This design comes from an exercise in tuning for small area and a short achievable clock period on the open sky130 flow, not from production work.
Function was checked by simulation only, so behaviour that the tests miss may differ from the original.

==> flow/design.v <==
module nfu_fa (input a, input b, input c, output s, output co);
    wire x = a ^ b;
    assign s = x ^ c;
    assign co = (a & b) | (c & x);
endmodule
module nfu_ha (input a, input b, output s, output co);
    assign s = a ^ b;
    assign co = a & b;
endmodule
module top_diannao_node_vMAX (
        clk,
        i_inputs,
        i_synapses,
        i_op,
        i_nbout,
        i_load,
        o_to_edram
    );
    input           clk;
    input  [255:0]  i_inputs;
    input  [255:0]  i_synapses;
    input  [0:0]    i_op;
    input  [15:0]   i_nbout;
    input           i_load;
    output [15:0]   o_to_edram;
    function gt16;
        input [15:0] a, b;
        reg [15:0] g0, l0;
        reg [7:0] g1, l1;
        reg [3:0] g2, l2;
        reg [1:0] g3, l3;
        integer i;
        begin
            g0 = a & ~b;
            l0 = ~a & b;
            for (i = 0; i < 8; i = i + 1) begin
                g1[i] = g0[2*i+1] | (~l0[2*i+1] & g0[2*i]);
                l1[i] = l0[2*i+1] | (~g0[2*i+1] & l0[2*i]);
            end
            for (i = 0; i < 4; i = i + 1) begin
                g2[i] = g1[2*i+1] | (~l1[2*i+1] & g1[2*i]);
                l2[i] = l1[2*i+1] | (~g1[2*i+1] & l1[2*i]);
            end
            for (i = 0; i < 2; i = i + 1) begin
                g3[i] = g2[2*i+1] | (~l2[2*i+1] & g2[2*i]);
                l3[i] = l2[2*i+1] | (~g2[2*i+1] & l2[2*i]);
            end
            gt16 = g3[1] | (~l3[1] & g3[0]);
        end
    endfunction
    function [15:0] max4;
        input [15:0] a, b, c, d;
        reg ab, ac, ad, bc, bd, cd;
        begin
            ab = gt16(a, b);
            ac = gt16(a, c);
            ad = gt16(a, d);
            bc = gt16(b, c);
            bd = gt16(b, d);
            cd = gt16(c, d);
            max4 = ({16{ab & ac & ad}} & a) | ({16{~ab & bc & bd}} & b) |
                   ({16{~ac & ~bc & cd}} & c) | ({16{~ad & ~bd & ~cd}} & d);
        end
    endfunction
    function [15:0] max4t;
        input [15:0] a, b, c, d;
        reg [15:0] m0, m1;
        begin
            m0 = gt16(a, b) ? a : b;
            m1 = gt16(c, d) ? c : d;
            max4t = gt16(m0, m1) ? m0 : m1;
        end
    endfunction
    function [31:0] csa4;
        input [15:0] a, b, c, d;
        reg [15:0] x1, s1, c1, x2;
        begin
            x1 = a ^ b;
            s1 = x1 ^ c;
            c1 = {(a[14:0] & b[14:0]) | (c[14:0] & x1[14:0]), 1'b0};
            x2 = s1 ^ c1;
            csa4 = {(s1[14:0] & c1[14:0]) | (d[14:0] & x2[14:0]), 1'b0, x2 ^ d};
        end
    endfunction
    reg  [239:0] mag_a;
    reg  [239:0] mag_b;
    reg  [15:0]  sgn1;
    reg  [239:0] cs0, cs1;
    reg  [15:0]  csc;
    reg  [15:0]  sgn2;
    reg  [63:0]  gsum0, gmax;
    reg  [59:0]  gsum1;       
    reg  [15:0]  rsum0, rmax;
    reg  [15:1]  rsum1;
    reg  [15:0]  out_reg;     
    reg  [15:0]  out_copy;    
    assign o_to_edram = out_copy;
    wire [239:0] h0_all, h1_all;
    wire [15:0]  ci_all;
    wire [255:0] prod;
    genvar j, k;
    generate
        for (j = 0; j < 16; j = j + 1) begin : lane
            always @(posedge clk) begin
                mag_a[15*j +: 15] <= i_inputs[16*j +: 15];
                mag_b[15*j +: 15] <= i_synapses[16*j +: 15];
                sgn1[j]           <= i_inputs[16*j+15] ^ i_synapses[16*j+15];
            end
            wire [17:0] bq = {2'b00, mag_b[15*j +: 15], 1'b0};
            wire [7:0]  one0, two0, neg0;
            genvar i;
            for (i = 0; i < 8; i = i + 1) begin : dig
                assign one0[i] = bq[2*i+1] ^ bq[2*i];
                assign two0[i] = (bq[2*i+2] & ~bq[2*i+1] & ~bq[2*i]) | (~bq[2*i+2] & bq[2*i+1] & bq[2*i]);
                assign neg0[i] = bq[2*i+2];
            end
            wire [8:0]  ext = -{neg0[4], 1'b0, neg0[3], 1'b0, neg0[2], 1'b0, neg0[1], 1'b0, neg0[0]};
            wire [14:0] h0, h1;
            wire        ci;
            wire pp1;
            wire pp2;
            wire pp3;
            wire pp4;
            wire pp5;
            wire pp6;
            wire pp7;
            wire pp8;
            wire pp9;
            wire pp10;
            wire pp11;
            wire pp12;
            wire pp13;
            wire pp14;
            wire pp15;
            wire pp16;
            wire pp17;
            wire pp18;
            wire pp19;
            wire pp20;
            wire pp21;
            wire pp22;
            wire pp23;
            wire pp24;
            wire pp25;
            wire pp26;
            wire pp27;
            wire pp28;
            wire pp29;
            wire pp30;
            wire pp31;
            wire pp32;
            wire pp33;
            wire pp34;
            wire pp35;
            wire pp36;
            wire pp37;
            wire pp38;
            wire pp39;
            wire pp40;
            wire pp41;
            wire pp42;
            wire pp43;
            wire pp44;
            wire pp45;
            wire pp46;
            wire pp47;
            wire pp48;
            wire pp49;
            wire pp50;
            wire pp51;
            wire pp52;
            wire pp53;
            wire pp54;
            wire pp55;
            wire pp56;
            wire pp57;
            wire pp58;
            wire pp59;
            wire pp60;
            wire pp61;
            wire pp62;
            wire pp63;
            wire pp64;
            wire pp65;
            wire pp66;
            wire pp67;
            wire pp68;
            wire pp69;
            wire pp70;
            wire pp71;
            wire pp72;
            wire pp73;
            wire pp74;
            wire pp75;
            wire pp76;
            wire pp77;
            wire pp78;
            wire pp79;
            wire pp80;
            wire pp81;
            wire pp82;
            wire pp83;
            wire pp84;
            wire pp85;
            wire pp86;
            wire pp87;
            wire pp88;
            wire pp89;
            wire pp90;
            wire pp91;
            wire pp92;
            wire pp93;
            wire pp94;
            wire pp95;
            wire pp96;
            wire pp97;
            wire pp98;
            wire pp99;
            wire pp100;
            wire pp101;
            wire pp102;
            wire pp103;
            wire pp104;
            wire pp105;
            wire pp106;
            wire pp107;
            wire pp108;
            wire pp109;
            wire pp110;
            wire pp111;
            wire pp112;
            wire pp113;
            wire pp114;
            wire pp115;
            wire pp116;
            wire pp117;
            wire pp118;
            wire pp119;
            wire s120;
            wire c121;
            wire s122;
            wire c123;
            wire s124;
            wire c125;
            wire s126;
            wire c127;
            wire s128;
            wire c129;
            wire s130;
            wire c131;
            wire s132;
            wire c133;
            wire s134;
            wire c135;
            wire s136;
            wire c137;
            wire s138;
            wire c139;
            wire s140;
            wire c141;
            wire s142;
            wire c143;
            wire s144;
            wire c145;
            wire s146;
            wire c147;
            wire s148;
            wire c149;
            wire s150;
            wire c151;
            wire s152;
            wire c153;
            wire s154;
            wire c155;
            wire s156;
            wire c157;
            wire s158;
            wire c159;
            wire s160;
            wire c161;
            wire s162;
            wire c163;
            wire s164;
            wire c165;
            wire s166;
            wire c167;
            wire s168;
            wire c169;
            wire s170;
            wire c171;
            wire s172;
            wire c173;
            wire s174;
            wire c175;
            wire s176;
            wire c177;
            wire s178;
            wire c179;
            wire s180;
            wire c181;
            wire s182;
            wire c183;
            wire s184;
            wire c185;
            wire s186;
            wire c187;
            wire s188;
            wire c189;
            wire s190;
            wire c191;
            wire s192;
            wire c193;
            wire s194;
            wire c195;
            wire s196;
            wire c197;
            wire s198;
            wire c199;
            wire s200;
            wire c201;
            wire s202;
            wire c203;
            wire s204;
            wire c205;
            wire s206;
            wire c207;
            wire s208;
            wire c209;
            wire s210;
            wire c211;
            wire s212;
            wire c213;
            wire s214;
            wire c215;
            wire s216;
            wire c217;
            wire s218;
            wire c219;
            wire s220;
            wire c221;
            wire s222;
            wire c223;
            wire s224;
            wire c225;
            wire s226;
            wire c227;
            wire s228;
            wire c229;
            wire s230;
            wire c231;
            wire s232;
            wire c233;
            wire s234;
            wire c235;
            wire s236;
            wire c237;
            wire s238;
            wire c239;
            wire s240;
            wire c241;
            wire s242;
            wire c243;
            wire s244;
            wire c245;
            wire s246;
            wire c247;
            wire s248;
            wire c249;
            wire s250;
            wire c251;
            wire s252;
            wire c253;
            wire s254;
            wire c255;
            wire s256;
            wire c257;
            wire s258;
            wire c259;
            wire s260;
            wire c261;
            wire s262;
            wire c263;
            wire s264;
            wire c265;
            wire s266;
            wire c267;
            wire s268;
            wire c269;
            wire s270;
            wire c271;
            wire s272;
            wire c273;
            wire s274;
            wire c275;
            wire s276;
            wire c277;
            wire s278;
            wire c279;
            wire s280;
            wire c281;
            wire s282;
            wire c283;
            wire s284;
            wire c285;
            wire s286;
            wire c287;
            wire s288;
            wire c289;
            wire s290;
            wire c291;
            wire s292;
            wire c293;
            wire s294;
            wire c295;
            wire s296;
            wire c297;
            wire s298;
            wire c299;
            wire s300;
            wire c301;
            wire s302;
            wire c303;
            wire s304;
            wire c305;
            wire s306;
            wire c307;
            wire s308;
            wire c309;
            wire s310;
            wire c311;
            wire s312;
            wire c313;
            wire s314;
            wire c315;
            wire s316;
            wire c317;
            wire s318;
            wire c319;
            wire s320;
            wire c321;
            wire s322;
            wire c323;
            wire s324;
            wire c325;
            wire s326;
            wire c327;
            wire s328;
            wire c329;
            wire s330;
            wire c331;
            wire s332;
            wire c333;
            wire s334;
            wire c335;
            wire s336;
            wire c337;
            assign pp1 = ((one0[0] & mag_a[15*j+0])) ^ neg0[0];
            assign pp2 = ((one0[0] & mag_a[15*j+1]) | (two0[0] & mag_a[15*j+0])) ^ neg0[0];
            assign pp3 = ((one0[0] & mag_a[15*j+2]) | (two0[0] & mag_a[15*j+1])) ^ neg0[0];
            assign pp4 = ((one0[0] & mag_a[15*j+3]) | (two0[0] & mag_a[15*j+2])) ^ neg0[0];
            assign pp5 = ((one0[0] & mag_a[15*j+4]) | (two0[0] & mag_a[15*j+3])) ^ neg0[0];
            assign pp6 = ((one0[0] & mag_a[15*j+5]) | (two0[0] & mag_a[15*j+4])) ^ neg0[0];
            assign pp7 = ((one0[0] & mag_a[15*j+6]) | (two0[0] & mag_a[15*j+5])) ^ neg0[0];
            assign pp8 = ((one0[0] & mag_a[15*j+7]) | (two0[0] & mag_a[15*j+6])) ^ neg0[0];
            assign pp9 = ((one0[0] & mag_a[15*j+8]) | (two0[0] & mag_a[15*j+7])) ^ neg0[0];
            assign pp10 = ((one0[0] & mag_a[15*j+9]) | (two0[0] & mag_a[15*j+8])) ^ neg0[0];
            assign pp11 = ((one0[0] & mag_a[15*j+10]) | (two0[0] & mag_a[15*j+9])) ^ neg0[0];
            assign pp12 = ((one0[0] & mag_a[15*j+11]) | (two0[0] & mag_a[15*j+10])) ^ neg0[0];
            assign pp13 = ((one0[0] & mag_a[15*j+12]) | (two0[0] & mag_a[15*j+11])) ^ neg0[0];
            assign pp14 = ((one0[0] & mag_a[15*j+13]) | (two0[0] & mag_a[15*j+12])) ^ neg0[0];
            assign pp15 = ((one0[0] & mag_a[15*j+14]) | (two0[0] & mag_a[15*j+13])) ^ neg0[0];
            assign pp16 = ((two0[0] & mag_a[15*j+14])) ^ neg0[0];
            assign pp17 = ((one0[1] & mag_a[15*j+0])) ^ neg0[1];
            assign pp18 = ((one0[1] & mag_a[15*j+1]) | (two0[1] & mag_a[15*j+0])) ^ neg0[1];
            assign pp19 = ((one0[1] & mag_a[15*j+2]) | (two0[1] & mag_a[15*j+1])) ^ neg0[1];
            assign pp20 = ((one0[1] & mag_a[15*j+3]) | (two0[1] & mag_a[15*j+2])) ^ neg0[1];
            assign pp21 = ((one0[1] & mag_a[15*j+4]) | (two0[1] & mag_a[15*j+3])) ^ neg0[1];
            assign pp22 = ((one0[1] & mag_a[15*j+5]) | (two0[1] & mag_a[15*j+4])) ^ neg0[1];
            assign pp23 = ((one0[1] & mag_a[15*j+6]) | (two0[1] & mag_a[15*j+5])) ^ neg0[1];
            assign pp24 = ((one0[1] & mag_a[15*j+7]) | (two0[1] & mag_a[15*j+6])) ^ neg0[1];
            assign pp25 = ((one0[1] & mag_a[15*j+8]) | (two0[1] & mag_a[15*j+7])) ^ neg0[1];
            assign pp26 = ((one0[1] & mag_a[15*j+9]) | (two0[1] & mag_a[15*j+8])) ^ neg0[1];
            assign pp27 = ((one0[1] & mag_a[15*j+10]) | (two0[1] & mag_a[15*j+9])) ^ neg0[1];
            assign pp28 = ((one0[1] & mag_a[15*j+11]) | (two0[1] & mag_a[15*j+10])) ^ neg0[1];
            assign pp29 = ((one0[1] & mag_a[15*j+12]) | (two0[1] & mag_a[15*j+11])) ^ neg0[1];
            assign pp30 = ((one0[1] & mag_a[15*j+13]) | (two0[1] & mag_a[15*j+12])) ^ neg0[1];
            assign pp31 = ((one0[1] & mag_a[15*j+14]) | (two0[1] & mag_a[15*j+13])) ^ neg0[1];
            assign pp32 = ((two0[1] & mag_a[15*j+14])) ^ neg0[1];
            assign pp33 = ((one0[2] & mag_a[15*j+0])) ^ neg0[2];
            assign pp34 = ((one0[2] & mag_a[15*j+1]) | (two0[2] & mag_a[15*j+0])) ^ neg0[2];
            assign pp35 = ((one0[2] & mag_a[15*j+2]) | (two0[2] & mag_a[15*j+1])) ^ neg0[2];
            assign pp36 = ((one0[2] & mag_a[15*j+3]) | (two0[2] & mag_a[15*j+2])) ^ neg0[2];
            assign pp37 = ((one0[2] & mag_a[15*j+4]) | (two0[2] & mag_a[15*j+3])) ^ neg0[2];
            assign pp38 = ((one0[2] & mag_a[15*j+5]) | (two0[2] & mag_a[15*j+4])) ^ neg0[2];
            assign pp39 = ((one0[2] & mag_a[15*j+6]) | (two0[2] & mag_a[15*j+5])) ^ neg0[2];
            assign pp40 = ((one0[2] & mag_a[15*j+7]) | (two0[2] & mag_a[15*j+6])) ^ neg0[2];
            assign pp41 = ((one0[2] & mag_a[15*j+8]) | (two0[2] & mag_a[15*j+7])) ^ neg0[2];
            assign pp42 = ((one0[2] & mag_a[15*j+9]) | (two0[2] & mag_a[15*j+8])) ^ neg0[2];
            assign pp43 = ((one0[2] & mag_a[15*j+10]) | (two0[2] & mag_a[15*j+9])) ^ neg0[2];
            assign pp44 = ((one0[2] & mag_a[15*j+11]) | (two0[2] & mag_a[15*j+10])) ^ neg0[2];
            assign pp45 = ((one0[2] & mag_a[15*j+12]) | (two0[2] & mag_a[15*j+11])) ^ neg0[2];
            assign pp46 = ((one0[2] & mag_a[15*j+13]) | (two0[2] & mag_a[15*j+12])) ^ neg0[2];
            assign pp47 = ((one0[2] & mag_a[15*j+14]) | (two0[2] & mag_a[15*j+13])) ^ neg0[2];
            assign pp48 = ((two0[2] & mag_a[15*j+14])) ^ neg0[2];
            assign pp49 = ((one0[3] & mag_a[15*j+0])) ^ neg0[3];
            assign pp50 = ((one0[3] & mag_a[15*j+1]) | (two0[3] & mag_a[15*j+0])) ^ neg0[3];
            assign pp51 = ((one0[3] & mag_a[15*j+2]) | (two0[3] & mag_a[15*j+1])) ^ neg0[3];
            assign pp52 = ((one0[3] & mag_a[15*j+3]) | (two0[3] & mag_a[15*j+2])) ^ neg0[3];
            assign pp53 = ((one0[3] & mag_a[15*j+4]) | (two0[3] & mag_a[15*j+3])) ^ neg0[3];
            assign pp54 = ((one0[3] & mag_a[15*j+5]) | (two0[3] & mag_a[15*j+4])) ^ neg0[3];
            assign pp55 = ((one0[3] & mag_a[15*j+6]) | (two0[3] & mag_a[15*j+5])) ^ neg0[3];
            assign pp56 = ((one0[3] & mag_a[15*j+7]) | (two0[3] & mag_a[15*j+6])) ^ neg0[3];
            assign pp57 = ((one0[3] & mag_a[15*j+8]) | (two0[3] & mag_a[15*j+7])) ^ neg0[3];
            assign pp58 = ((one0[3] & mag_a[15*j+9]) | (two0[3] & mag_a[15*j+8])) ^ neg0[3];
            assign pp59 = ((one0[3] & mag_a[15*j+10]) | (two0[3] & mag_a[15*j+9])) ^ neg0[3];
            assign pp60 = ((one0[3] & mag_a[15*j+11]) | (two0[3] & mag_a[15*j+10])) ^ neg0[3];
            assign pp61 = ((one0[3] & mag_a[15*j+12]) | (two0[3] & mag_a[15*j+11])) ^ neg0[3];
            assign pp62 = ((one0[3] & mag_a[15*j+13]) | (two0[3] & mag_a[15*j+12])) ^ neg0[3];
            assign pp63 = ((one0[3] & mag_a[15*j+14]) | (two0[3] & mag_a[15*j+13])) ^ neg0[3];
            assign pp64 = ((two0[3] & mag_a[15*j+14])) ^ neg0[3];
            assign pp65 = ((one0[4] & mag_a[15*j+0])) ^ neg0[4];
            assign pp66 = ((one0[4] & mag_a[15*j+1]) | (two0[4] & mag_a[15*j+0])) ^ neg0[4];
            assign pp67 = ((one0[4] & mag_a[15*j+2]) | (two0[4] & mag_a[15*j+1])) ^ neg0[4];
            assign pp68 = ((one0[4] & mag_a[15*j+3]) | (two0[4] & mag_a[15*j+2])) ^ neg0[4];
            assign pp69 = ((one0[4] & mag_a[15*j+4]) | (two0[4] & mag_a[15*j+3])) ^ neg0[4];
            assign pp70 = ((one0[4] & mag_a[15*j+5]) | (two0[4] & mag_a[15*j+4])) ^ neg0[4];
            assign pp71 = ((one0[4] & mag_a[15*j+6]) | (two0[4] & mag_a[15*j+5])) ^ neg0[4];
            assign pp72 = ((one0[4] & mag_a[15*j+7]) | (two0[4] & mag_a[15*j+6])) ^ neg0[4];
            assign pp73 = ((one0[4] & mag_a[15*j+8]) | (two0[4] & mag_a[15*j+7])) ^ neg0[4];
            assign pp74 = ((one0[4] & mag_a[15*j+9]) | (two0[4] & mag_a[15*j+8])) ^ neg0[4];
            assign pp75 = ((one0[4] & mag_a[15*j+10]) | (two0[4] & mag_a[15*j+9])) ^ neg0[4];
            assign pp76 = ((one0[4] & mag_a[15*j+11]) | (two0[4] & mag_a[15*j+10])) ^ neg0[4];
            assign pp77 = ((one0[4] & mag_a[15*j+12]) | (two0[4] & mag_a[15*j+11])) ^ neg0[4];
            assign pp78 = ((one0[4] & mag_a[15*j+13]) | (two0[4] & mag_a[15*j+12])) ^ neg0[4];
            assign pp79 = ((one0[4] & mag_a[15*j+14]) | (two0[4] & mag_a[15*j+13])) ^ neg0[4];
            assign pp80 = ((two0[4] & mag_a[15*j+14])) ^ neg0[4];
            assign pp81 = ((one0[5] & mag_a[15*j+0])) ^ neg0[5];
            assign pp82 = ((one0[5] & mag_a[15*j+1]) | (two0[5] & mag_a[15*j+0])) ^ neg0[5];
            assign pp83 = ((one0[5] & mag_a[15*j+2]) | (two0[5] & mag_a[15*j+1])) ^ neg0[5];
            assign pp84 = ((one0[5] & mag_a[15*j+3]) | (two0[5] & mag_a[15*j+2])) ^ neg0[5];
            assign pp85 = ((one0[5] & mag_a[15*j+4]) | (two0[5] & mag_a[15*j+3])) ^ neg0[5];
            assign pp86 = ((one0[5] & mag_a[15*j+5]) | (two0[5] & mag_a[15*j+4])) ^ neg0[5];
            assign pp87 = ((one0[5] & mag_a[15*j+6]) | (two0[5] & mag_a[15*j+5])) ^ neg0[5];
            assign pp88 = ((one0[5] & mag_a[15*j+7]) | (two0[5] & mag_a[15*j+6])) ^ neg0[5];
            assign pp89 = ((one0[5] & mag_a[15*j+8]) | (two0[5] & mag_a[15*j+7])) ^ neg0[5];
            assign pp90 = ((one0[5] & mag_a[15*j+9]) | (two0[5] & mag_a[15*j+8])) ^ neg0[5];
            assign pp91 = ((one0[5] & mag_a[15*j+10]) | (two0[5] & mag_a[15*j+9])) ^ neg0[5];
            assign pp92 = ((one0[5] & mag_a[15*j+11]) | (two0[5] & mag_a[15*j+10])) ^ neg0[5];
            assign pp93 = ((one0[5] & mag_a[15*j+12]) | (two0[5] & mag_a[15*j+11])) ^ neg0[5];
            assign pp94 = ((one0[5] & mag_a[15*j+13]) | (two0[5] & mag_a[15*j+12])) ^ neg0[5];
            assign pp95 = ((one0[5] & mag_a[15*j+14]) | (two0[5] & mag_a[15*j+13])) ^ neg0[5];
            assign pp96 = ((one0[6] & mag_a[15*j+0])) ^ neg0[6];
            assign pp97 = ((one0[6] & mag_a[15*j+1]) | (two0[6] & mag_a[15*j+0])) ^ neg0[6];
            assign pp98 = ((one0[6] & mag_a[15*j+2]) | (two0[6] & mag_a[15*j+1])) ^ neg0[6];
            assign pp99 = ((one0[6] & mag_a[15*j+3]) | (two0[6] & mag_a[15*j+2])) ^ neg0[6];
            assign pp100 = ((one0[6] & mag_a[15*j+4]) | (two0[6] & mag_a[15*j+3])) ^ neg0[6];
            assign pp101 = ((one0[6] & mag_a[15*j+5]) | (two0[6] & mag_a[15*j+4])) ^ neg0[6];
            assign pp102 = ((one0[6] & mag_a[15*j+6]) | (two0[6] & mag_a[15*j+5])) ^ neg0[6];
            assign pp103 = ((one0[6] & mag_a[15*j+7]) | (two0[6] & mag_a[15*j+6])) ^ neg0[6];
            assign pp104 = ((one0[6] & mag_a[15*j+8]) | (two0[6] & mag_a[15*j+7])) ^ neg0[6];
            assign pp105 = ((one0[6] & mag_a[15*j+9]) | (two0[6] & mag_a[15*j+8])) ^ neg0[6];
            assign pp106 = ((one0[6] & mag_a[15*j+10]) | (two0[6] & mag_a[15*j+9])) ^ neg0[6];
            assign pp107 = ((one0[6] & mag_a[15*j+11]) | (two0[6] & mag_a[15*j+10])) ^ neg0[6];
            assign pp108 = ((one0[6] & mag_a[15*j+12]) | (two0[6] & mag_a[15*j+11])) ^ neg0[6];
            assign pp109 = ((one0[7] & mag_a[15*j+0])) ^ 1'b0;
            assign pp110 = ((one0[7] & mag_a[15*j+1]) | (two0[7] & mag_a[15*j+0])) ^ 1'b0;
            assign pp111 = ((one0[7] & mag_a[15*j+2]) | (two0[7] & mag_a[15*j+1])) ^ 1'b0;
            assign pp112 = ((one0[7] & mag_a[15*j+3]) | (two0[7] & mag_a[15*j+2])) ^ 1'b0;
            assign pp113 = ((one0[7] & mag_a[15*j+4]) | (two0[7] & mag_a[15*j+3])) ^ 1'b0;
            assign pp114 = ((one0[7] & mag_a[15*j+5]) | (two0[7] & mag_a[15*j+4])) ^ 1'b0;
            assign pp115 = ((one0[7] & mag_a[15*j+6]) | (two0[7] & mag_a[15*j+5])) ^ 1'b0;
            assign pp116 = ((one0[7] & mag_a[15*j+7]) | (two0[7] & mag_a[15*j+6])) ^ 1'b0;
            assign pp117 = ((one0[7] & mag_a[15*j+8]) | (two0[7] & mag_a[15*j+7])) ^ 1'b0;
            assign pp118 = ((one0[7] & mag_a[15*j+9]) | (two0[7] & mag_a[15*j+8])) ^ 1'b0;
            assign pp119 = ((one0[7] & mag_a[15*j+10]) | (two0[7] & mag_a[15*j+9])) ^ 1'b0;
            nfu_ha HA121 (.a(sgn1[j]), .b(neg0[4]), .s(s120), .co(c121));
            nfu_ha HA123 (.a(sgn1[j]), .b(pp10), .s(s122), .co(c123));
            nfu_fa FA125 (.a(neg0[5]), .b(pp11), .c(pp25), .s(s124), .co(c125));
            nfu_ha HA127 (.a(pp12), .b(pp26), .s(s126), .co(c127));
            nfu_fa FA129 (.a(neg0[6]), .b(pp13), .c(pp27), .s(s128), .co(c129));
            nfu_ha HA131 (.a(pp41), .b(pp55), .s(s130), .co(c131));
            nfu_fa FA133 (.a(pp14), .b(pp28), .c(pp42), .s(s132), .co(c133));
            nfu_ha HA135 (.a(pp56), .b(pp70), .s(s134), .co(c135));
            nfu_fa FA137 (.a(pp15), .b(pp29), .c(pp43), .s(s136), .co(c137));
            nfu_fa FA139 (.a(pp57), .b(pp71), .c(pp85), .s(s138), .co(c139));
            nfu_fa FA141 (.a(pp16), .b(pp30), .c(pp44), .s(s140), .co(c141));
            nfu_fa FA143 (.a(pp58), .b(pp72), .c(pp86), .s(s142), .co(c143));
            nfu_fa FA145 (.a(ext[0]), .b(pp31), .c(pp45), .s(s144), .co(c145));
            nfu_fa FA147 (.a(pp59), .b(pp73), .c(pp87), .s(s146), .co(c147));
            nfu_fa FA149 (.a(ext[1]), .b(pp32), .c(pp46), .s(s148), .co(c149));
            nfu_fa FA151 (.a(pp60), .b(pp74), .c(pp88), .s(s150), .co(c151));
            nfu_fa FA153 (.a(ext[2]), .b(pp47), .c(pp61), .s(s152), .co(c153));
            nfu_ha HA155 (.a(pp75), .b(pp89), .s(s154), .co(c155));
            nfu_fa FA157 (.a(ext[3]), .b(pp48), .c(pp62), .s(s156), .co(c157));
            nfu_ha HA159 (.a(pp76), .b(pp90), .s(s158), .co(c159));
            nfu_fa FA161 (.a(ext[4]), .b(pp63), .c(pp77), .s(s160), .co(c161));
            nfu_ha HA163 (.a(ext[5]), .b(pp64), .s(s162), .co(c163));
            nfu_ha HA165 (.a(sgn1[j]), .b(neg0[2]), .s(s164), .co(c165));
            nfu_ha HA167 (.a(sgn1[j]), .b(pp6), .s(s166), .co(c167));
            nfu_fa FA169 (.a(sgn1[j]), .b(neg0[3]), .c(pp7), .s(s168), .co(c169));
            nfu_ha HA171 (.a(pp21), .b(pp35), .s(s170), .co(c171));
            nfu_fa FA173 (.a(sgn1[j]), .b(pp8), .c(pp22), .s(s172), .co(c173));
            nfu_ha HA175 (.a(pp36), .b(pp50), .s(s174), .co(c175));
            nfu_fa FA177 (.a(pp9), .b(pp23), .c(pp37), .s(s176), .co(c177));
            nfu_fa FA179 (.a(pp51), .b(pp65), .c(s120), .s(s178), .co(c179));
            nfu_fa FA181 (.a(pp24), .b(pp38), .c(pp52), .s(s180), .co(c181));
            nfu_fa FA183 (.a(pp66), .b(c121), .c(s122), .s(s182), .co(c183));
            nfu_fa FA185 (.a(pp39), .b(pp53), .c(pp67), .s(s184), .co(c185));
            nfu_fa FA187 (.a(pp81), .b(c123), .c(s124), .s(s186), .co(c187));
            nfu_fa FA189 (.a(pp40), .b(pp54), .c(pp68), .s(s188), .co(c189));
            nfu_fa FA191 (.a(pp82), .b(s126), .c(c125), .s(s190), .co(c191));
            nfu_fa FA193 (.a(pp69), .b(pp83), .c(pp96), .s(s192), .co(c193));
            nfu_fa FA195 (.a(c127), .b(s130), .c(s128), .s(s194), .co(c195));
            nfu_fa FA197 (.a(pp84), .b(pp97), .c(c131), .s(s196), .co(c197));
            nfu_fa FA199 (.a(s134), .b(c129), .c(s132), .s(s198), .co(c199));
            nfu_fa FA201 (.a(pp98), .b(pp109), .c(c135), .s(s200), .co(c201));
            nfu_fa FA203 (.a(c133), .b(s136), .c(s138), .s(s202), .co(c203));
            nfu_fa FA205 (.a(pp99), .b(pp110), .c(c137), .s(s204), .co(c205));
            nfu_fa FA207 (.a(c139), .b(s140), .c(s142), .s(s206), .co(c207));
            nfu_fa FA209 (.a(pp100), .b(pp111), .c(c141), .s(s208), .co(c209));
            nfu_fa FA211 (.a(c143), .b(s144), .c(s146), .s(s210), .co(c211));
            nfu_fa FA213 (.a(pp101), .b(pp112), .c(c145), .s(s212), .co(c213));
            nfu_fa FA215 (.a(c147), .b(s148), .c(s150), .s(s214), .co(c215));
            nfu_fa FA217 (.a(pp102), .b(pp113), .c(s154), .s(s216), .co(c217));
            nfu_fa FA219 (.a(c149), .b(c151), .c(s152), .s(s218), .co(c219));
            nfu_fa FA221 (.a(pp103), .b(pp114), .c(c155), .s(s220), .co(c221));
            nfu_fa FA223 (.a(s158), .b(c153), .c(s156), .s(s222), .co(c223));
            nfu_fa FA225 (.a(pp91), .b(pp104), .c(pp115), .s(s224), .co(c225));
            nfu_fa FA227 (.a(c159), .b(c157), .c(s160), .s(s226), .co(c227));
            nfu_fa FA229 (.a(pp78), .b(pp92), .c(pp105), .s(s228), .co(c229));
            nfu_fa FA231 (.a(pp116), .b(s162), .c(c161), .s(s230), .co(c231));
            nfu_fa FA233 (.a(ext[6]), .b(pp79), .c(pp93), .s(s232), .co(c233));
            nfu_fa FA235 (.a(pp106), .b(pp117), .c(c163), .s(s234), .co(c235));
            nfu_fa FA237 (.a(ext[7]), .b(pp80), .c(pp94), .s(s236), .co(c237));
            nfu_ha HA239 (.a(pp107), .b(pp118), .s(s238), .co(c239));
            nfu_fa FA241 (.a(ext[8]), .b(pp95), .c(pp108), .s(s240), .co(c241));
            nfu_ha HA243 (.a(sgn1[j]), .b(neg0[1]), .s(s242), .co(c243));
            nfu_ha HA245 (.a(sgn1[j]), .b(pp4), .s(s244), .co(c245));
            nfu_fa FA247 (.a(pp5), .b(pp19), .c(pp33), .s(s246), .co(c247));
            nfu_fa FA249 (.a(pp20), .b(pp34), .c(c165), .s(s248), .co(c249));
            nfu_fa FA251 (.a(pp49), .b(c167), .c(s170), .s(s250), .co(c251));
            nfu_fa FA253 (.a(c171), .b(s174), .c(c169), .s(s252), .co(c253));
            nfu_fa FA255 (.a(c175), .b(c173), .c(s176), .s(s254), .co(c255));
            nfu_fa FA257 (.a(c177), .b(c179), .c(s180), .s(s256), .co(c257));
            nfu_fa FA259 (.a(c181), .b(s184), .c(c183), .s(s258), .co(c259));
            nfu_fa FA261 (.a(c185), .b(s188), .c(s190), .s(s260), .co(c261));
            nfu_fa FA263 (.a(c189), .b(s192), .c(c191), .s(s262), .co(c263));
            nfu_fa FA265 (.a(c193), .b(s196), .c(c195), .s(s264), .co(c265));
            nfu_fa FA267 (.a(c197), .b(s200), .c(c199), .s(s266), .co(c267));
            nfu_fa FA269 (.a(c201), .b(s204), .c(c203), .s(s268), .co(c269));
            nfu_fa FA271 (.a(c205), .b(s208), .c(c207), .s(s270), .co(c271));
            nfu_fa FA273 (.a(c209), .b(s212), .c(c211), .s(s272), .co(c273));
            nfu_fa FA275 (.a(c213), .b(s216), .c(c215), .s(s274), .co(c275));
            nfu_fa FA277 (.a(c217), .b(s220), .c(c219), .s(s276), .co(c277));
            nfu_fa FA279 (.a(s224), .b(c221), .c(c223), .s(s278), .co(c279));
            nfu_fa FA281 (.a(c225), .b(s228), .c(s230), .s(s280), .co(c281));
            nfu_fa FA283 (.a(c229), .b(s232), .c(s234), .s(s282), .co(c283));
            nfu_fa FA285 (.a(s238), .b(c233), .c(s236), .s(s284), .co(c285));
            nfu_fa FA287 (.a(pp119), .b(c239), .c(c237), .s(s286), .co(c287));
            nfu_ha HA289 (.a(sgn1[j]), .b(neg0[0]), .s(s288), .co(c289));
            nfu_ha HA291 (.a(sgn1[j]), .b(pp2), .s(s290), .co(c291));
            nfu_fa FA293 (.a(pp3), .b(pp17), .c(s242), .s(s292), .co(c293));
            nfu_fa FA295 (.a(pp18), .b(c243), .c(s244), .s(s294), .co(c295));
            nfu_fa FA297 (.a(s164), .b(c245), .c(s246), .s(s296), .co(c297));
            nfu_fa FA299 (.a(s166), .b(c247), .c(s248), .s(s298), .co(c299));
            nfu_fa FA301 (.a(c249), .b(s168), .c(s250), .s(s300), .co(c301));
            nfu_fa FA303 (.a(s172), .b(c251), .c(s252), .s(s302), .co(c303));
            nfu_fa FA305 (.a(s178), .b(c253), .c(s254), .s(s304), .co(c305));
            nfu_fa FA307 (.a(s182), .b(c255), .c(s256), .s(s306), .co(c307));
            nfu_fa FA309 (.a(c257), .b(s186), .c(s258), .s(s308), .co(c309));
            nfu_fa FA311 (.a(c187), .b(c259), .c(s260), .s(s310), .co(c311));
            nfu_fa FA313 (.a(s194), .b(s262), .c(c261), .s(s312), .co(c313));
            nfu_fa FA315 (.a(s198), .b(c263), .c(s264), .s(s314), .co(c315));
            nfu_fa FA317 (.a(s202), .b(c265), .c(s266), .s(s316), .co(c317));
            nfu_fa FA319 (.a(s206), .b(c267), .c(s268), .s(s318), .co(c319));
            nfu_fa FA321 (.a(s210), .b(c269), .c(s270), .s(s320), .co(c321));
            nfu_fa FA323 (.a(s214), .b(c271), .c(s272), .s(s322), .co(c323));
            nfu_fa FA325 (.a(s218), .b(c273), .c(s274), .s(s324), .co(c325));
            nfu_fa FA327 (.a(s222), .b(c275), .c(s276), .s(s326), .co(c327));
            nfu_fa FA329 (.a(s226), .b(c277), .c(s278), .s(s328), .co(c329));
            nfu_fa FA331 (.a(c227), .b(c279), .c(s280), .s(s330), .co(c331));
            nfu_fa FA333 (.a(c231), .b(s282), .c(c281), .s(s332), .co(c333));
            nfu_fa FA335 (.a(c235), .b(s284), .c(c283), .s(s334), .co(c335));
            nfu_fa FA337 (.a(s240), .b(s286), .c(c285), .s(s336), .co(c337));
            wire [9:0] la = {s306, s304, s302, s300, s298, s296, s294, s292, s290, s288};
            wire [9:0] lb = {c305, c303, c301, c299, c297, c295, c293, c291, c289, pp1};
            wire [9:0] lg = la & lb;
            wire [9:0] lp = la | lb;
            wire g10 = lg[1] | (lp[1] & lg[0]);
            wire g32 = lg[3] | (lp[3] & lg[2]), p32 = lp[3] & lp[2];
            wire g54 = lg[5] | (lp[5] & lg[4]), p54 = lp[5] & lp[4];
            wire g76 = lg[7] | (lp[7] & lg[6]), p76 = lp[7] & lp[6];
            wire g98 = lg[9] | (lp[9] & lg[8]), p98 = lp[9] & lp[8];
            wire g30 = g32 | (p32 & g10);
            wire g74 = g76 | (p76 & g54), p74 = p76 & p54;
            wire g70 = g74 | (p74 & g30);
            assign ci = g98 | (p98 & g70);
            assign h0 = {s336, s334, s332, s330, s328, s326, s324, s322, s320, s318, s316, s314, s312, s310, s308};
            assign h1 = {c335, c333, c331, c329, c327, c325, c323, c321, c319, c317, c315, c313, c311, c309, c307};
            assign h0_all[15*j +: 15] = h0;
            assign h1_all[15*j +: 15] = h1;
            assign ci_all[j] = ci;
            wire [15:0] psum = {cs0[15*j +: 15], 1'b1} + {cs1[15*j +: 15], csc[j]};
            assign prod[16*j +: 16] = {sgn2[j], psum[15:1]};
        end
    endgenerate
    wire [63:0] gsum0_d, gsum1_d, gmax_d;
    generate
        for (k = 0; k < 4; k = k + 1) begin : grp
            wire [15:0] p0 = prod[64*k +: 16];
            wire [15:0] p1 = prod[64*k+16 +: 16];
            wire [15:0] p2 = prod[64*k+32 +: 16];
            wire [15:0] p3 = prod[64*k+48 +: 16];
            assign {gsum1_d[16*k +: 16], gsum0_d[16*k +: 16]} = csa4(p0, p1, p2, p3);
            assign gmax_d[16*k +: 16] = max4(p0, p1, p2, p3);
        end
    endgenerate
    wire [15:0] gs0 = gsum0[15:0]  + {gsum1[14:0],  1'b0};
    wire [15:0] gs1 = gsum0[31:16] + {gsum1[29:15], 1'b0};
    wire [15:0] gs2 = gsum0[47:32] + {gsum1[44:30], 1'b0};
    wire [15:0] gs3 = gsum0[63:48] + {gsum1[59:45], 1'b0};
    wire [31:0] ss = csa4(gs0, gs1, gs2, gs3);
    wire [15:0] sm = max4(gs0, gs1, gs2, gs3);
    wire [31:0] ms = csa4(gmax[15:0], gmax[31:16], gmax[47:32], gmax[63:48]);
    wire [15:0] mm = max4t(gmax[15:0], gmax[31:16], gmax[47:32], gmax[63:48]);
    wire [15:0] rs1 = {rsum1, 1'b0};
    wire [15:0] fx  = rsum0 ^ rs1;
    wire [15:0] fs  = fx ^ out_reg;
    wire [15:0] fc  = {(rsum0[14:0] & rs1[14:0]) | (out_reg[14:0] & fx[14:0]), 1'b0};
    wire [15:0] fin_sum = fs + fc;
    wire        take = gt16(rmax, out_reg);
    wire [15:0] fin_max = take ? rmax : out_reg;
    wire [15:0] fin     = i_op[0] ? fin_max : fin_sum;
    wire [15:0] fin_max_c = ({16{take}} & rmax) | ({16{~take}} & out_reg);
    wire [15:0] fin_c     = i_op[0] ? fin_max_c : fin_sum;
    always @(posedge clk) begin
        cs0     <= h0_all;
        cs1     <= h1_all;
        csc     <= ci_all;
        sgn2    <= sgn1;
        gsum0   <= gsum0_d;
        gsum1   <= {gsum1_d[63:49], gsum1_d[47:33], gsum1_d[31:17], gsum1_d[15:1]};
        gmax    <= gmax_d;
        rsum0   <= i_op[0] ? ms[15:0]  : ss[15:0];
        rsum1   <= i_op[0] ? ms[31:17] : ss[31:17];
        rmax    <= i_op[0] ? mm : sm;
        out_reg <= i_load ? fin : i_nbout;
        out_copy <= i_load ? fin_c : i_nbout;
    end
endmodule
==> flow/flow/run.sh <==
#!/bin/bash
# Standard ORFS layout (the standard.sh, standard synthesis unchanged), with
# extra settings for timing repair, clock tree and port buffers.
set -euo pipefail
bash standard.sh SETUP_SLACK_MARGIN=8.15 CTS_CLUSTER_SIZE=30 CTS_CLUSTER_DIAMETER=80 "BUFFER_PORTS_ARGS=-buffer_cell sky130_fd_sc_hd__buf_1" finish > standard.log 2>&1
==> flow/standard.sh <==
#!/bin/bash
# synth_recipe.tcl (not shown) runs the flow's synth.tcl, then flattens the netlist and writes it again
# the make line also repeats each setting of config.mk as NAME=value (left out here)
make -C /OpenROAD-flow-scripts/flow DESIGN_CONFIG=/design/flow/config.mk WORK_HOME=/design/flow/orfs CLKGATE_MAP_FILE= SYNTH_SCRIPT=/design/flow/synth_recipe.tcl "${@:-finish}"
==> flow/config.mk <==
export PLATFORM = sky130hd
export DESIGN_NAME = top_diannao_node_vMAX
export DESIGN_NICKNAME = top_diannao_node_vMAX
export VERILOG_FILES = /design/flow/design.v
export SDC_FILE = /design/flow/constraint.sdc
export NUM_CORES = 8
export LEC_CHECK = 0
export ABC_AREA = 1
export CAP_MARGIN = 80
export CORE_MARGIN = 2
export CORE_UTILIZATION = 40
export SETUP_SLACK_MARGIN = 5
export SLEW_MARGIN = 80
export SYNTH_HIERARCHICAL = 1
==> flow/constraint.sdc <==
create_clock -name core_clock -period 12.0 [get_ports {clk}]
set_input_delay 2.4000 -clock core_clock [delete_from_list [all_inputs] [get_ports {clk}]]
set_output_delay 2.4000 -clock core_clock [all_outputs]
set_load 0.01 [all_outputs]
==> metrics.yaml, run 1 <==
drt:
  vias: 113000
  routed_via_density: 5.40
  remaining_drc_errors: 0
  drt_iter0_markers: 9396
  routedWlPerCell_um: 18.9
  drt_first_pass_iters: 7
  antenna_left: 0
  wirelength_um: 396000
floorplan:
  dieArea_um2: 339000
  initial_utilization_pct: 40.1
  die_w_um: 582
  dieHeight_um: 582
  placementRows: 212
  ios: 547
  core_um2: 333000
placed_design:
  placed_cell_area_um2: 146000
  io_buffers: 546
  dp_hpwl_um: 316000
  globalplace.congestion: 0.948
sta:
  setup_tns_ns: 0
  rsz0062_at_grt: "yes"
  drv_slew: 0
  max-slew-margin-rel_pct: 78.3
  finalHoldViolCount: 0
  clock_skew_ns: 0.0479
  setup_violations: 0
  hold_ws_ns: 0.458
  period_share_pct: 31.6
  tightest_slew_ns: 0.325
  fmax_ghz: 0.264
  post-route-min-period_ns: 3.79
min_path:
  hold_path.class: "reg2reg"
  min_from: "sgn1[1]$_DFF_P_"
cts:
  cts.sinks: 1275
  clk_pin_slew_ns: 0.09
  htree_num_levels: 3
  cts-root-buf: "clkbuf_16"
  cts-hold-fix-buffers: 0
  cts.path.max_buffers: 4
  clock_latency_ns: 0.91
  cts-buffers-inserted: 111
  cts_tree: "built"
logic_synthesis:
  syn_avg_cell_area_um2: 8.28
  ys_types: 64
  synth_compound_area_share_pct: 13.2
  synth_top_flop_cell: "dfxtp_1"
  synth_seq_area_share_pct: 19.2
  synthMuxAreaShare_pct: 0.0524
  synth-simple-area-share_pct: 15.8
  synthCells: 16200
  synth-async-reset-ratio_pct: 0
  syn-cell-area_um2: 134000
  synth_fa_ha_area_share_pct: 32.2
  synth_top_family_by_area: "adder cells"
  synth-edff-count: 16
  syn_nets: 19100
  ys_warn_count: 7
  yosys.area_share.xor_xnor_pct: 12.4
  synth-seq-cells: 1275
setup_path:
  critPathMaxFanout: 1
  cp-end-kind: "primary output"
  slowest_stage: "dfxtp_4"
  cp.arrival_ns: 1.39
  path_buf_inv: 1
  critPathKind: "reg2out"
  rr_startpoint: "gsum0[1]$_DFF_P_"
  crit_chain: "buf_6"
  worstSetupStartpointType: "flop"
  crit_family: "flip-flops"
  worstPathRequired_ns: 9.60
  cpPeakStageDelay_ns: 0.38
  critPathLaunch: "out_copy[13]$_DFF_P_"
global_routing:
  overflow: 0
  grt_max_degree: 34
  grt_pass1_vias: 111000
  grt_pass1_wl_um: 630000
  grt.total_usage_pct: 23.0
  antenna_found_initial: 11
run_status:
  status: "no timing/DRC/antenna violations"
finish:
  finalNetCount: 19500
  stdcell_area_um2: 152000
  post-route-util_pct: 45.6
  area_growth_pct: 13.6
  drive_above_1_share_pct: 11.1
job:
  drv_cap: 0
## what timing repair did
| item | CTS | global route |
|---|---|---|
| pin swaps | 3 | 11 |
| setup buffers | 1 | 23 |
| resized for setup | 60 | 78 |
| cloned | 1 | 1 |
| endpoints found under the setup margin | 49 | 83 |
## synthesized netlist by cell type (all sizes together), types with 2 or more instances
cell type / count / share of area [%]
a21boi: 35 / 0.21
a21o: 23 / 0.13
a21oi: 556 / 2.1
a22o: 2 / 0.013
a22oi: 18 / 0.10
a31oi: 17 / 0.080
and2: 6 / 0.028
buf: 131 / 0.48
clkbuf: 604 / 1.7
clkinv: 67 / 0.19
dfxtp: 1259 / 19
edfxtp: 16 / 0.36
fa: 1647 / 25
ha: 810 / 7.6
inv: 1679 / 4.7
mux2i: 7 / 0.052
nand2: 2966 / 8.4
nand3: 778 / 2.9
nand3b: 64 / 0.36
nand4: 180 / 0.84
nor2: 1025 / 2.9
nor3: 67 / 0.25
o211ai: 29 / 0.16
o21a: 30 / 0.17
o21ai: 400 / 1.5
o21bai: 67 / 0.38
o221ai: 6 / 0.039
o22ai: 1734 / 8.1
o311ai: 11 / 0.072
o31a: 10 / 0.065
o31ai: 8 / 0.045
or2: 14 / 0.066
xnor2: 89 / 0.58
xor2: 1792 / 12
## modules after synthesis, one instance, submodules excluded
module | cells | area, um^2 | flops+latches
nfu_fa | 1 | 20.0 | 0
top_diannao_node_vMAX | 14400 | 101000 | 1275
nfu_ha | 1 | 12.5 | 0
## through the flow
stage | std cells | worst slack (ns)
4_1_cts | 20900 | 8.08
3_5_place_dp | 20700 | 8.01
2_1_floorplan | 16200 | 8.27
3_3_place_gp | 20500 | 6.91
6_report | 21000 | 8.21
5_1_grt | 21000 | 8.13
## area by class of cell
type / count / area (um^2)
repair buffers: 942 / 5460
fillers: 32400 / 181000
diodes: 6 / 15.0
well taps: 4387 / 5490
clock inverters: 89 / 1550
inverters: 1746 / 7080
clock buffers: 116 / 2840
multi-input cells: 12400 / 103000
flip-flops and latches: 1275 / 26000
## path summary, 6_finish.rpt
kind                                         to  slack [ns]  cells past startpoint
worst max register to register  rmax[0]$_DFF_P_        8.31                     21
worst max-delay path             o_to_edram[13]        8.21                      1
worst min register to register  sgn2[1]$_DFF_P_        0.46                      0
worst min-delay path            sgn2[1]$_DFF_P_        0.46                      0
## cell families (layout without fill, tap and decap cells)
kind of cell               Yosys count  after routing
muxes                                7              7
DFF                               1275           1275
buffers and inverters             2481           2893
xor gates and xnor gates          1881           1881
adders and majority gates         2458           2458
AOI/OAI and AO/OA                 2952           2952
and+or+nand+nor                   5102           5104
other                                0              6
## layer usage
layer | wire [um] | GRT usage (%) | up-vias
li1 | - | - | 53800
met1 | 175000 | 31.9 | 55100
met2 | 183000 | 37.3 | 3792
met3 | 25500 | 2.95 | 560
met4 | 13500 | 7.38 | 2
met5 | 10 | 0 | -
## cell usage in the layout (no fill, tap or decap), drive strengths merged, types with 65 or more instances in the layout
cell,netlist,layout
a21oi,556,556
buf,131,907
clkbuf,604,137
clkinv,67,125
dfxtp,1259,1259
fa,1647,1647
ha,810,810
inv,1679,1705
nand2,2966,2966
nand3,778,779
nand3b,64,65
nand4,180,180
nor2,1025,1025
nor3,67,67
o21ai,400,400
o21bai,67,67
o22ai,1734,1734
xnor2,89,89
xor2,1792,1792
==> run 2: changes to the inputs <==
--- a/flow/config.mk
+++ b/flow/config.mk
@@ -6,9 +6,9 @@
 export NUM_CORES = 8
 export LEC_CHECK = 0
 export ABC_AREA = 1
-export CAP_MARGIN = 80
+export CAP_MARGIN = 40
 export CORE_MARGIN = 2
 export CORE_UTILIZATION = 40
 export SETUP_SLACK_MARGIN = 5
-export SLEW_MARGIN = 80
+export SLEW_MARGIN = 40
 export SYNTH_HIERARCHICAL = 1
==> metrics.yaml, run 2 <==
logic_synthesis:
  synth_seq_area_share_pct: 19.2
  synth-async-reset-ratio_pct: 0
  netlist.area_leader.share_pct: 24.7
  syn_nets: 19100
  synth_top_flop_cell: "dfxtp_1"
  syn_avg_cell_area_um2: 8.28
  synth-seq-cells: 1275
  synthCells: 16200
  yosys.area.top_type: "fa_1"
  ys_types: 64
  synth-edff-count: 16
  synth_common_cells: "2932 x nand2_1, 1783 x xor2_1, 1734 x o22ai_1"
  syn-cell-area_um2: 134000
  ys_warn_count: 7
  yosysMostFrequentCell: "nand2_1"
  yosys-top-cells-area: "fa_1 25%, dfxtp_1 19%, xor2_1 12%"
cts:
  htree_num_levels: 3
  cts.path.max_buffers: 4
  clk_pin_slew_ns: 0.08
  cts-hold-fix-buffers: 0
  cts_tree: "built"
  cts-root-buf: "clkbuf_16"
  clock_latency_ns: 0.90
  cts-buffers-inserted: 109
  cts.sinks: 1275
floorplan:
  dieArea_um2: 339000
  placementRows: 212
  die_w_um: 582
  dieHeight_um: 582
  initial_utilization_pct: 40.1
  ios: 547
  core_um2: 333000
drt:
  drt_iter0_markers: 9092
  antenna_left: 0
  remaining_drc_errors: 0
  routed_via_density: 5.42
  vias: 112000
  routedWlPerCell_um: 19.0
  drt_first_pass_iters: 8
  wirelength_um: 395000
sta:
  drv_slew: 0
  period_share_pct: 31.6
  max-slew-margin-rel_pct: 39.8
  setup_tns_ns: 0
  rsz0062_at_grt: "no"
  clock_skew_ns: 0.0504
  setup_violations: 0
  fmax_ghz: 0.264
  tightest_slew_ns: 0.899
  finalHoldViolCount: 0
  post-route-min-period_ns: 3.79
run_status:
  status: "no timing/DRC/antenna violations"
placed_design:
  io_buffers: 546
  dp_hpwl_um: 309000
  placed_cell_area_um2: 140000
  globalplace.congestion: 0.948
job:
  drv_cap: 0
setup_path:
  cp-end-kind: "primary output"
  path_buf_inv: 1
  crit_chain: "buf_6"
  cpPeakStageDelay_ns: 0.37
  worstSetupStartpointType: "flop"
  worstPathRequired_ns: 9.60
  critPathMaxFanout: 1
  cp.arrival_ns: 1.39
  crit_family: "flip-flops"
  slowest_stage: "dfxtp_4"
  critPathKind: "reg2out"
global_routing:
  overflow: 0
  antenna_found_initial: 12
  grt_pass1_vias: 110000
  grt_max_degree: 61
  grt.total_usage_pct: 22.9
  grt_pass1_wl_um: 626000
finish:
  register_area_um2: 25900
  finalNetCount: 19300
  drive_above_1_share_pct: 4.79
  stdcell_area_um2: 146000
  layout_common_cells: "2869 x nand2_1, 1747 x xor2_1, 1734 x o22ai_1, 1649 x inv_1, 1646 x fa_1"
  multiInputGateArea_um2: 100000
  layout_commonest_cell: "nand2_1"
  nFillCells: 33100
  area_growth_pct: 9.11
min_path:
  hold_path.class: "reg2reg"
-- run 2: Yosys stat by module (local to each module, per instance) --
module	times used	flops+latches	cell area, um^2
top_diannao_node_vMAX	1	1275	101000
nfu_ha	272	0	12.5
nfu_fa	1472	0	20.0
-- run 2: worst reg2reg max path, cell delays in order, from the launching register on --
cell     delay [ns]
dfxtp_1        0.36
inv_1          0.39
nand2_1        0.43
o22ai_1        0.27
xor2_1         0.26
fa_1           0.50
fa_1           0.45
fa_1           0.51
fa_1           0.43
-- run 2: per-layer routing --
| layer | vias to the layer above | wire (um) | global-route usage [%] | share of wire [%] |
|---|---|---|---|---|
| li1 | 53500 | - | - | - |
| met1 | 54600 | 175000 | 31.9 | 44 |
| met2 | 3793 | 180000 | 36.9 | 46 |
| met3 | 537 | 25900 | 2.95 | 6.6 |
| met4 | 6 | 13500 | 7.36 | 3.4 |
| met5 | - | 29 | 0 | 0.0073 |
-- run 2: per-stage QoR --
step | cells | hold WS [ns] | setup WS (ns) | utilization (%)
6_report | 20800 | 0.618 | 8.21 | 43.8
5_1_grt | 20800 | 0.667 | 8.10 | 43.8
4_1_cts | 20700 | 0.604 | 8.11 | 43.3
3_5_place_dp | 20500 | 0.586 | 7.31 | 41.9
3_3_place_gp | 20500 | 0.576 | 6.91 | 41.8
2_1_floorplan | 16200 | 0.503 | 8.27 | -
-- run 2: cell type report --
type | instances | share of cell area, %
antenna | 6 | 0.0103
multi-input combinational | 12400 | 68.5
inverter | 1746 | 4.51
timing repair inverter | 1 | 0.00343
timing repair buffer | 734 | 2.57
clock inverter | 84 | 0.966
tap | 4387 | 3.76
sequential | 1275 | 17.7
clock buffer | 116 | 1.92
-- run 2: repair_timing --
| action | in CTS | in global routing |
|---|---|---|
| setup buffers | 13 | 50 |
| cloned | 2 | 2 |
| setup endpoints to repair | 122 | 291 |
| resized for setup | 98 | 253 |
| pin swaps | 5 | 17 |
-- run 2: cell families (layout without fill, tap and decap cells) --
family                   Yosys count  count (layout)  synth area share, %
AND/OR/NAND/NOR                 5102            5105                 15.8
AO/OA/AOI/OAI                   2952            2952                 13.2
buffers and inverters           2481            2681                 7.08
adder cells (fa/ha/maj)         2458            2458                 32.2
XOR/XNOR                        1881            1881                 12.4
flip-flops                      1275            1275                 19.2
multiplexers                       7               7               0.0524
other                              0               6                    0
-- run 2: final timing paths --
path / startpoint / to / slack (ns) / cells after the start
min reg2reg: out_reg[0]$_DFFE_PP_ / out_copy[0]$_DFF_P_ / 0.62 / 2
max: out_copy[13]$_DFF_P_ / o_to_edram[13] / 8.21 / 1
max reg2reg: mag_b[150]$_DFF_P_ / cs0[155]$_DFF_P_ / 8.27 / 8
min: out_reg[0]$_DFFE_PP_ / out_copy[0]$_DFF_P_ / 0.62 / 2
==> run 3: changes to the inputs <==
==> flow/flow/run.sh (replaced) <==
#!/bin/bash
# Standard ORFS layout (the standard.sh, standard synthesis unchanged), with
# extra settings for timing repair, clock tree and port buffers.
set -euo pipefail
bash standard.sh SETUP_SLACK_MARGIN=8.2 CTS_CLUSTER_SIZE=30 CTS_CLUSTER_DIAMETER=80 "BUFFER_PORTS_ARGS=-buffer_cell sky130_fd_sc_hd__buf_1" finish > standard.log 2>&1
--- a/flow/config.mk
+++ b/flow/config.mk
@@ -6,9 +6,9 @@
 export NUM_CORES = 8
 export LEC_CHECK = 0
 export ABC_AREA = 1
-export CAP_MARGIN = 40
+export CAP_MARGIN = 20
 export CORE_MARGIN = 2
 export CORE_UTILIZATION = 40
 export SETUP_SLACK_MARGIN = 5
-export SLEW_MARGIN = 40
+export SLEW_MARGIN = 20
 export SYNTH_HIERARCHICAL = 1
==> metrics.yaml, run 3 <==
run_status:
  status: "no timing/DRC/antenna violations"
setup_path:
  r2r_cells: 10
  crit_family: "flip-flops"
  path_buf_inv: 1
  cp-end-kind: "primary output"
  cpPeakStageDelay_ns: 0.38
  crit_cells: 1
  crit_chain: "buf_6"
  slowest_stage: "dfxtp_2"
  cp.arrival_ns: 1.39
  critPathMaxFanout: 1
  worstPathRequired_ns: 9.60
  worstSetupStartpointType: "flop"
  critPathKind: "reg2out"
cts:
  clk_pin_slew_ns: 0.09
  clock_latency_ns: 0.91
  cts_tree: "built"
  cts-hold-fix-buffers: 0
  cts-root-buf: "clkbuf_16"
  cts-buffers-inserted: 111
  cts.sinks: 1275
  cts.path.max_buffers: 4
  htree_num_levels: 3
global_routing:
  use_met1_pct: 31.8
  grt_max_degree: 61
  antenna_found_initial: 11
  grt_util_met2_pct: 36.9
  grt.total_usage_pct: 22.9
  busiest_layer: "met2"
  grt_pass1_wl_um: 625000
  grt_pass1_vias: 110000
  overflow: 0
  met3_usage_pct: 2.90
logic_synthesis:
  synth-edff-count: 16
  yosys-top-cells-area: "fa_1 25%, dfxtp_1 19%, xor2_1 12%"
  synth_common_cells: "2932 x nand2_1, 1783 x xor2_1, 1734 x o22ai_1"
  synth_seq_area_share_pct: 19.2
  syn_avg_cell_area_um2: 8.28
  syn-cell-area_um2: 134000
  netlist.area_leader.share_pct: 24.7
  yosysMostFrequentCell: "nand2_1"
  synth-async-reset-ratio_pct: 0
  ys_types: 64
  synth-seq-cells: 1275
  synth_top_flop_cell: "dfxtp_1"
  ys_warn_count: 7
  syn_nets: 19100
  yosys.area.top_type: "fa_1"
  synthCells: 16200
finish:
  layout_commonest_cell: "nand2_1"
  area_growth_pct: 9.33
  final_cell_count_no_fill: 20800
  layout_common_cells: "2849 x nand2_1, 1751 x xor2_1, 1734 x o22ai_1, 1645 x fa_1, 1635 x inv_1"
  finalNetCount: 19300
  post-route-util_pct: 43.9
  drive_above_1_share_pct: 5.05
  stdcell_area_um2: 146000
floorplan:
  placementRows: 212
  dieHeight_um: 582
  ios: 547
  core_um2: 333000
  dieArea_um2: 339000
  initial_utilization_pct: 40.1
  die_w_um: 582
drt:
  routed_via_density: 5.40
  wirelength_um: 395000
  vias: 112000
  routedWlPerCell_um: 19.0
  drt_iter0_markers: 9023
  remaining_drc_errors: 0
  antenna_left: 0
  drt_first_pass_iters: 7
sta:
  finalHoldViolCount: 0
  max-slew-margin-rel_pct: 27.9
  clock_skew_ns: 0.0542
  tightest_slew_ns: 1.08
  rsz0062_at_grt: "yes"
  post-route-min-period_ns: 3.79
  drv_slew: 0
  setup_tns_ns: 0
  period_share_pct: 31.6
  fin_ws_ns: 8.21
  setup_violations: 0
  fmax_ghz: 0.264
min_path:
  hold_path.class: "reg2reg"
  hold_depth: 2
placed_design:
  globalplace.congestion: 0.948
  place_ws_ns: 6.89
  placed_cell_area_um2: 139000
  dp_hpwl_um: 309000
  dp_cells: 20500
  io_buffers: 546
job:
  drv_cap: 0
-- run 3: cell types whose count changed in the layout (fill, tap and decap cells not counted), moves of 5 or more --
cell,delta
inv_2,+11
bufinv_16,+5
o21ai_0,-7
inv_1,-14
inv_6,+5
buf_6,+9
nand2_2,+18
clkinv_16,+5
nand2_1,-20
-- run 3: repair_timing --
| action | CTS | global route |
|---|---|---|
| gates cloned | 2 | 2 |
| setup buffers | 21 | 46 |
| pin swaps | 9 | 16 |
| resized for setup | 197 | 295 |
| setup endpoints to repair | 570 | 400 |
-- run 3: cell families after synthesis --
logic type,Yosys count,share of synthesized area [%]
multiplexers,7,0.0524
adder cells (fa/ha/maj),2458,32.2
buffers and inverters,2481,7.08
flip-flops,1275,19.2
AO/OA/AOI/OAI,2952,13.2
XOR/XNOR,1881,12.4
AND/OR/NAND/NOR,5102,15.8
-- run 3: layout make-up --
class | count | area [um^2]
Timing Repair inverter | 1 | 5.00
Sequential cell | 1275 | 25900
Clock buffer | 116 | 2830
Multi-Input combinational cell | 12400 | 100000
Fill cell | 33100 | 187000
Timing Repair Buffer | 742 | 3840
Tap cell | 4387 | 5490
Clock inverter | 88 | 1600
Inverter | 1746 | 6590
Antenna cell | 6 | 15.0
-- run 3: worst paths after layout --
kind                        startpoint  slack [ns]             endpoint
hold reg to reg   out_reg[0]$_DFFE_PP_        0.61  out_copy[0]$_DFF_P_
setup reg to reg    mag_b[202]$_DFF_P_        8.32     cs0[200]$_DFF_P_
hold / removal    out_reg[0]$_DFFE_PP_        0.61  out_copy[0]$_DFF_P_
setup / recovery  out_copy[12]$_DFF_P_        8.21       o_to_edram[12]
-- run 3: per-layer routing --
metal / part of all wire (%) / vias to the layer above / routed length, um
met5: 0.0025 / - / 10
li1: - / 53500 / -
met4: 3.3 / 2 / 13100
met2: 46 / 3716 / 181000
met1: 44 / 54500 / 176000
met3: 6.4 / 496 / 25400
-- run 3: through the flow --
| step | hold slack, ns |
|---|---|
| after global placement | 0.576 |
| after CTS | 0.603 |
| after detailed placement | 0.594 |
| final | 0.614 |
| after global routing | 0.664 |
| after floorplan | 0.503 |
-- run 3: worst min-delay path: cells and delay by family (launching register included) --
| kind | cells | cell delay (ns) |
|---|---|---|
| flops | 1 | 0.41 |
| compound gates | 1 | 0.10 |
| simple gates | 1 | 0.07 |
-- run 3: per-module statistics from Yosys, one instance, submodules excluded --
module	flip-flops and latches	times used	area (um^2)
nfu_ha	0	272	12.5
nfu_fa	0	1472	20.0
top_diannao_node_vMAX	1275	1	101000
==> run 4: changes to the inputs <==
--- a/flow/config.mk
+++ b/flow/config.mk
@@ -8,7 +8,7 @@
 export ABC_AREA = 1
 export CAP_MARGIN = 20
 export CORE_MARGIN = 2
-export CORE_UTILIZATION = 40
+export CORE_UTILIZATION = 55
 export SETUP_SLACK_MARGIN = 5
 export SLEW_MARGIN = 20
 export SYNTH_HIERARCHICAL = 1
==> metrics.yaml, run 4 <==
cts:
  clk_pin_slew_ns: 0.09
  cts-hold-fix-buffers: 0
  cts_tree: "built"
  htree_num_levels: 3
  clock_latency_ns: 0.82
  cts-root-buf: "clkbuf_16"
  cts.path.max_buffers: 3
  cts-buffers-inserted: 102
  cts.sinks: 1275
logic_synthesis:
  netlist.area_leader.share_pct: 24.7
  yosys-top-cells-area: "fa_1 25%, dfxtp_1 19%, xor2_1 12%"
  ys_types: 64
  synth_seq_area_share_pct: 19.2
  synth-seq-cells: 1275
  synthCells: 16200
  syn_avg_cell_area_um2: 8.28
  ys_warn_count: 7
  yosys.area.top_type: "fa_1"
  syn-cell-area_um2: 134000
  synth-edff-count: 16
  synth-async-reset-ratio_pct: 0
  yosysMostFrequentCell: "nand2_1"
  synth_common_cells: "2932 x nand2_1, 1783 x xor2_1, 1734 x o22ai_1"
  syn_nets: 19100
  synth_top_flop_cell: "dfxtp_1"
drt:
  vias: 112000
  remaining_drc_errors: 0
  wirelength_um: 381000
  routed_via_density: 5.71
  routedWlPerCell_um: 19.5
  drt_iter0_markers: 9629
  antenna_left: 0
  drt_first_pass_iters: 7
placed_design:
  place_ws_ns: 7.41
  io_buffers: 546
  dp_hpwl_um: 298000
  dp_cells: 19300
  globalplace.congestion: 0.981
  placed_cell_area_um2: 138000
setup_path:
  ff2ff_setup_slack_ns: 8.33
  rr_startpoint: "mag_b[219]$_DFF_P_"
  critPathMaxFanout: 1
  worstSetupStartpointType: "flop"
  cp.arrival_ns: 1.36
  crit_family: "flip-flops"
  rr_endpoint: "cs0[217]$_DFF_P_"
  critPathKind: "reg2out"
  slowest_stage: "dfxtp_2"
  r2r_cells: 10
  cp-end-kind: "primary output"
  path_buf_inv: 1
  worstPathRequired_ns: 9.60
  crit_chain: "buf_2"
  cpPeakStageDelay_ns: 0.40
finish:
  finalNetCount: 19300
  layout_common_cells: "2858 x nand2_1, 1747 x xor2_1, 1734 x o22ai_1, 1642 x fa_1, 1630 x inv_1"
  stdcell_area_um2: 144000
  layout_commonest_cell: "nand2_1"
  drive_above_1_share_pct: 4.94
  area_growth_pct: 7.93
  final_cell_count_no_fill: 19600
floorplan:
  ios: 547
  dieHeight_um: 497
  dieArea_um2: 247000
  placementRows: 181
  core_um2: 243000
  die_w_um: 497
  initial_utilization_pct: 55.1
global_routing:
  grt.total_usage_pct: 30.4
  grt_pass1_wl_um: 609000
  grt_max_degree: 63
  grt_pass1_vias: 108000
  antenna_found_initial: 13
  overflow: 0
min_path:
  min_from: "sgn1[2]$_DFF_P_"
  whs_endpoint: "sgn2[2]$_DFF_P_"
  hold_depth: 0
  hold_path.class: "reg2reg"
sta:
  rsz0062_at_grt: "yes"
  clock_skew_ns: 0.0420
  hold_ws_ns: 0.632
  post-route-min-period_ns: 3.76
  setup_violations: 0
  fin_ws_ns: 8.24
  finalHoldViolCount: 0
  tightest_slew_ns: 1.06
  max-slew-margin-rel_pct: 29.5
  period_share_pct: 31.3
  setup_tns_ns: 0
  fmax_ghz: 0.266
  drv_slew: 0
run_status:
  status: "no timing/DRC/antenna violations"
job:
  drv_cap: 0
==> run 4: layout make-up <==
class	count	area [um^2]
antenna	3	7.51
clock buffer	111	2710
clock inverter	82	1360
fill	22300	98200
inverter	1746	6580
multi-input combinational	12400	100000
sequential	1275	25800
tap	3202	4010
timing repair buffer	751	3840
==> run 4: per-layer routing <==
metal / part of all wire [%] / up-vias / global-route usage, % / wire, um
met2: 46 / 3738 / 48.9 / 176000
met4: 3.4 / 6 / 9.25 / 12900
li1: - / 53500 / - / -
met1: 44 / 54000 / 43.0 / 168000
met3: 6.1 / 508 / 3.68 / 23200
met5: 0.0087 / - / 0 / 33
==> run 4: logic make-up after synthesis <==
family          Yosys count  synth area share [%]
compound gates         2952                  13.2
xor+xnor               1881                  12.4
fa+ha+maj              2458                  32.2
buf+inv                2481                  7.08
flops                  1275                  19.2
mux                       7                0.0524
simple gates           5102                  15.8
==> run 4: worst max-delay path by stage <==
| stage | start | end | slack [ns] | cells after the start |
|---|---|---|---|---|
| after floorplan | i_op[0] | out_reg[0]$_DFFE_PP_ | 8.27 | 5 |
| after global routing | cs0[135]$_DFF_P_ | gmax[45]$_DFF_P_ | 8.17 | 19 |
| after CTS | out_copy[15]$_DFF_P_ | o_to_edram[15] | 8.20 | 1 |
| final | out_copy[11]$_DFF_P_ | o_to_edram[11] | 8.24 | 1 |
| after global placement | mag_b[78]$_DFF_P_ | cs0[80]$_DFF_P_ | 7.45 | 8 |
| after detailed placement | mag_b[78]$_DFF_P_ | csc[5]$_DFF_P_ | 7.41 | 12 |
==> run 4: what timing repair did <==
| action | CTS | global route |
|---|---|---|
| pin swaps | 5 | 23 |
| setup endpoints to repair | 522 | 400 |
| resized for setup | 159 | 305 |
| buffers inserted | 15 | 51 |
| gates cloned | 0 | 2 |
==> run 4: Yosys stat by module (local to each module, per instance) <==
| module | flops+latches | cell area [um^2] |
|---|---|---|
| nfu_ha | 0 | 12.5 |
| top_diannao_node_vMAX | 1275 | 101000 |
| nfu_fa | 0 | 20.0 |
==> run 4: stage by stage <==
stage                     utilization, %
final                               59.5
after global routing                59.5
after CTS                           58.9
after detailed placement            56.9
after global placement              56.9
after floorplan                        -

==> separate check: timing with driven ports <==
How much do the figures lean on ideal ports? The routed layouts below were timed once more, with nothing changed but the port constraints. Step 1 (the two cells are an assumption about what drives the block):
set clk [get_ports {clk}]
set_driving_cell -lib_cell sky130_fd_sc_hd__clkbuf_16 $clk
set_driving_cell -lib_cell sky130_fd_sc_hd__buf_2 [delete_from_list [all_inputs] $clk]
Step 2, shift: input delay + t, output delay - t, t = (earliest + latest rising clock arrival at the registers) / 2. This alone moves slack from input paths to output paths. Slacks: ideal ports / drivers / drivers and shift; pairs: ideal ports / drivers.
| run | t, ns | setup WS [ns] | worst setup path at the end |
|---|---|---|---|
| run 1 | 0.995 | 8.207 / 8.101 / 8.204 | input to register |
| run 2 | 0.986 | 8.210 / 8.102 / 7.460 | input to register |
| run 3 | 0.994 | 8.206 / 8.098 / 7.454 | input to register |
| run 4 | 0.897 | 8.243 / 8.141 / 7.361 | input to register |
After both steps setup and hold are still met in every run listed. The setup slack of run 4, which loses most, moves by -0.102 ns with the drivers and by -0.882 ns with both steps.
